This design comes from an exercise in tuning for small area and a short achievable clock period on the open sky130 flow, not from production work. In this exercise RTL edits were held to simulation tests only and were not proved equivalent to the original. Power figures rest on the tool's default switching activity, not on a simulated workload.

==> flow/design.v (excerpt) <==
module Pipeline_CPU( clk_i, rst_n, imem_addr_o, imem_data_i,
                     dmem_addr_o, dmem_wdata_o, dmem_we_o, dmem_re_o, dmem_rdata_i );
Size in the first run: ~5000 cells after synthesis, ~1400 flip-flops, roughly 160 I/O pins.
export LEC_CHECK = 0
export CAP_MARGIN = 20
export CORE_MARGIN = 2
export CORE_UTILIZATION = 65
export CTS_BUF_LIST = sky130_fd_sc_hd__clkbuf_16
export CTS_CLUSTER_DIAMETER = 80
export CTS_CLUSTER_SIZE = 20
export SLEW_MARGIN = 20
export SYNTH_HIERARCHICAL = 1
create_clock -name core_clock -period 20.0 [get_ports {clk_i}]
standard.sh (not shown) runs the stock make flow with config.mk's settings and CLKGATE_MAP_FILE= SYNTH_SCRIPT=/design/flow/synth_recipe.tcl, a recipe that flattens the netlist after the stock synthesis.
==> flow/flow/run.sh <==
#!/bin/bash
# Layout flow: the standard flow (standard.sh, ORFS) with two changes:
#  - ports are buffered with buf_2 instead of the delay cell buffer_ports picks
#  - repair_timing aims for a larger setup margin, so the resizer works on the
#    paths that set the achieved clock period
# ORFS writes each step's full log under orfs/logs/; make's own output goes to
# flow_make.log.
set -euo pipefail
bash standard.sh \
  "BUFFER_PORTS_ARGS=-buffer_cell sky130_fd_sc_hd__buf_2" \
  SETUP_SLACK_MARGIN=14.75 \
  finish > flow_make.log 2>&1
Edit:
--- a/flow/flow/run.sh
+++ b/flow/flow/run.sh
@@ -9,4 +9,4 @@
 bash standard.sh \
   "BUFFER_PORTS_ARGS=-buffer_cell sky130_fd_sc_hd__buf_2" \
-  SETUP_SLACK_MARGIN=14.75 \
+  SETUP_SLACK_MARGIN=14.7 \
   finish > flow_make.log 2>&1
=> The changed run finished clean; area after synthesis stays the same; setup slack is worse by 0.039 ns; cell count does not change; register-to-register slack got worse by 0.11 ns; cell area barely changes; routed wire length stays flat; combinational power barely changes; clock skew hardly moves.
Edit:
--- a/flow/flow/run.sh
+++ b/flow/flow/run.sh
@@ -9,4 +9,4 @@
 bash standard.sh \
   "BUFFER_PORTS_ARGS=-buffer_cell sky130_fd_sc_hd__buf_2" \
-  SETUP_SLACK_MARGIN=14.7 \
+  SETUP_SLACK_MARGIN=14.6 \
   finish > flow_make.log 2>&1
Result: The new run went through all stages and came out clean. Sequential cell count does not change. Core utilization stays flat. Power barely changes. Cell area is about the same. Routed wire length barely changes. Die area stays the same. Hold slack barely changes. Sequential power hardly moves. Global-route usage stays flat. Non-clock buffer count is unchanged.

---

Another version of the RTL of Pipeline_CPU (not shown whole).
For scale: about 4900 cells after synthesis, roughly 1300 flip-flops, roughly 160 I/O pins, roughly 55000 um^2 of cells after synthesis.
Settings: LEC_CHECK=0, CAP_MARGIN=20, CORE_MARGIN=2, CORE_UTILIZATION=55, CTS_BUF_LIST=sky130_fd_sc_hd__clkbuf_16, CTS_CLUSTER_DIAMETER=80, CTS_CLUSTER_SIZE=20, SLEW_MARGIN=20, SYNTH_HIERARCHICAL=1; clock period 20.0 ns.
==> flow/flow/run.sh <==
#!/bin/bash
# Layout flow: the standard flow (standard.sh, ORFS) with two changes:
#  - ports are buffered with buf_2 instead of the delay cell buffer_ports picks
#  - repair_timing aims for a larger setup margin, so the resizer works on the
#    paths that set the achieved clock period
# ORFS writes each step's full log under orfs/logs/; make's own output goes to
# flow_make.log.
set -euo pipefail
bash standard.sh \
  "BUFFER_PORTS_ARGS=-buffer_cell sky130_fd_sc_hd__buf_2" \
  SETUP_SLACK_MARGIN=14.8 \
  finish > flow_make.log 2>&1
==> next run, changes <==
CORE_UTILIZATION = 65   (was 55)
What happened: Setup slack gets better by 0.093 ns; flip-flop and latch count stays the same; count of clock-buffer cells in the layout is unchanged; combinational power falls by 3.4%; final cell count falls by 3.3%.
==> next run, changes <==
--- a/flow/flow/run.sh
+++ b/flow/flow/run.sh
@@ -11 +11 @@
-  SETUP_SLACK_MARGIN=14.8 \
+  SETUP_SLACK_MARGIN=14.9 \
Final cell count rises by 1.1%.
Clock power stays flat.
Area after synthesis does not change.
Sequential power barely changes.
Clock-buffer cell count is unchanged.
Design area went up by 2.0%.
Global-route usage rose by 0.90 points.
Combinational power goes up by 3.8%.
Synthesized cell count does not change.
Worst setup slack improved by 0.045 ns.

re-timing with driven ports:
In the flow no input, the clock included, has a driving cell. The finished layouts below were timed again as built, in two steps. Step 1 sets driving cells, clkbuf_16 on the clock port and buf_2 on the other inputs (assumed; they add their load-dependent delay and slew). Step 2 moves the port delays by t, midway between the first and last clock arrival at a register: inputs arrive t later, outputs are due t later. That takes back most of the time a late clock gives input paths. Slacks: no drivers / after step 1 / after step 2; pairs: no drivers / after step 1.
run	t, ns	setup slack, ns	clock arrival spread, ns	worst slew at a driven data input, ns
the first run of note 1	0.750	14.748 / 14.673 / 14.191	0.048 / 0.049	0.08
the second run of note 1	0.753	14.708 / 14.632 / 14.216	0.052 / 0.052	0.08
the third run of note 1	0.750	14.582 / 14.507 / 14.205	0.048 / 0.048	0.07
the first run of note 2	0.776	14.639 / 14.639 / 14.215	0.049 / 0.049	0.04
the second run of note 2	0.740	14.732 / 14.718 / 14.198	0.043 / 0.043	0.11
the third run of note 2	0.744	14.777 / 14.704 / 14.367	0.042 / 0.042	0.11
After both steps setup and hold are still met in every run listed. For the first run of note 1, which loses most, drivers alone change the setup slack by -0.075 ns; drivers and shift together by -0.557 ns.
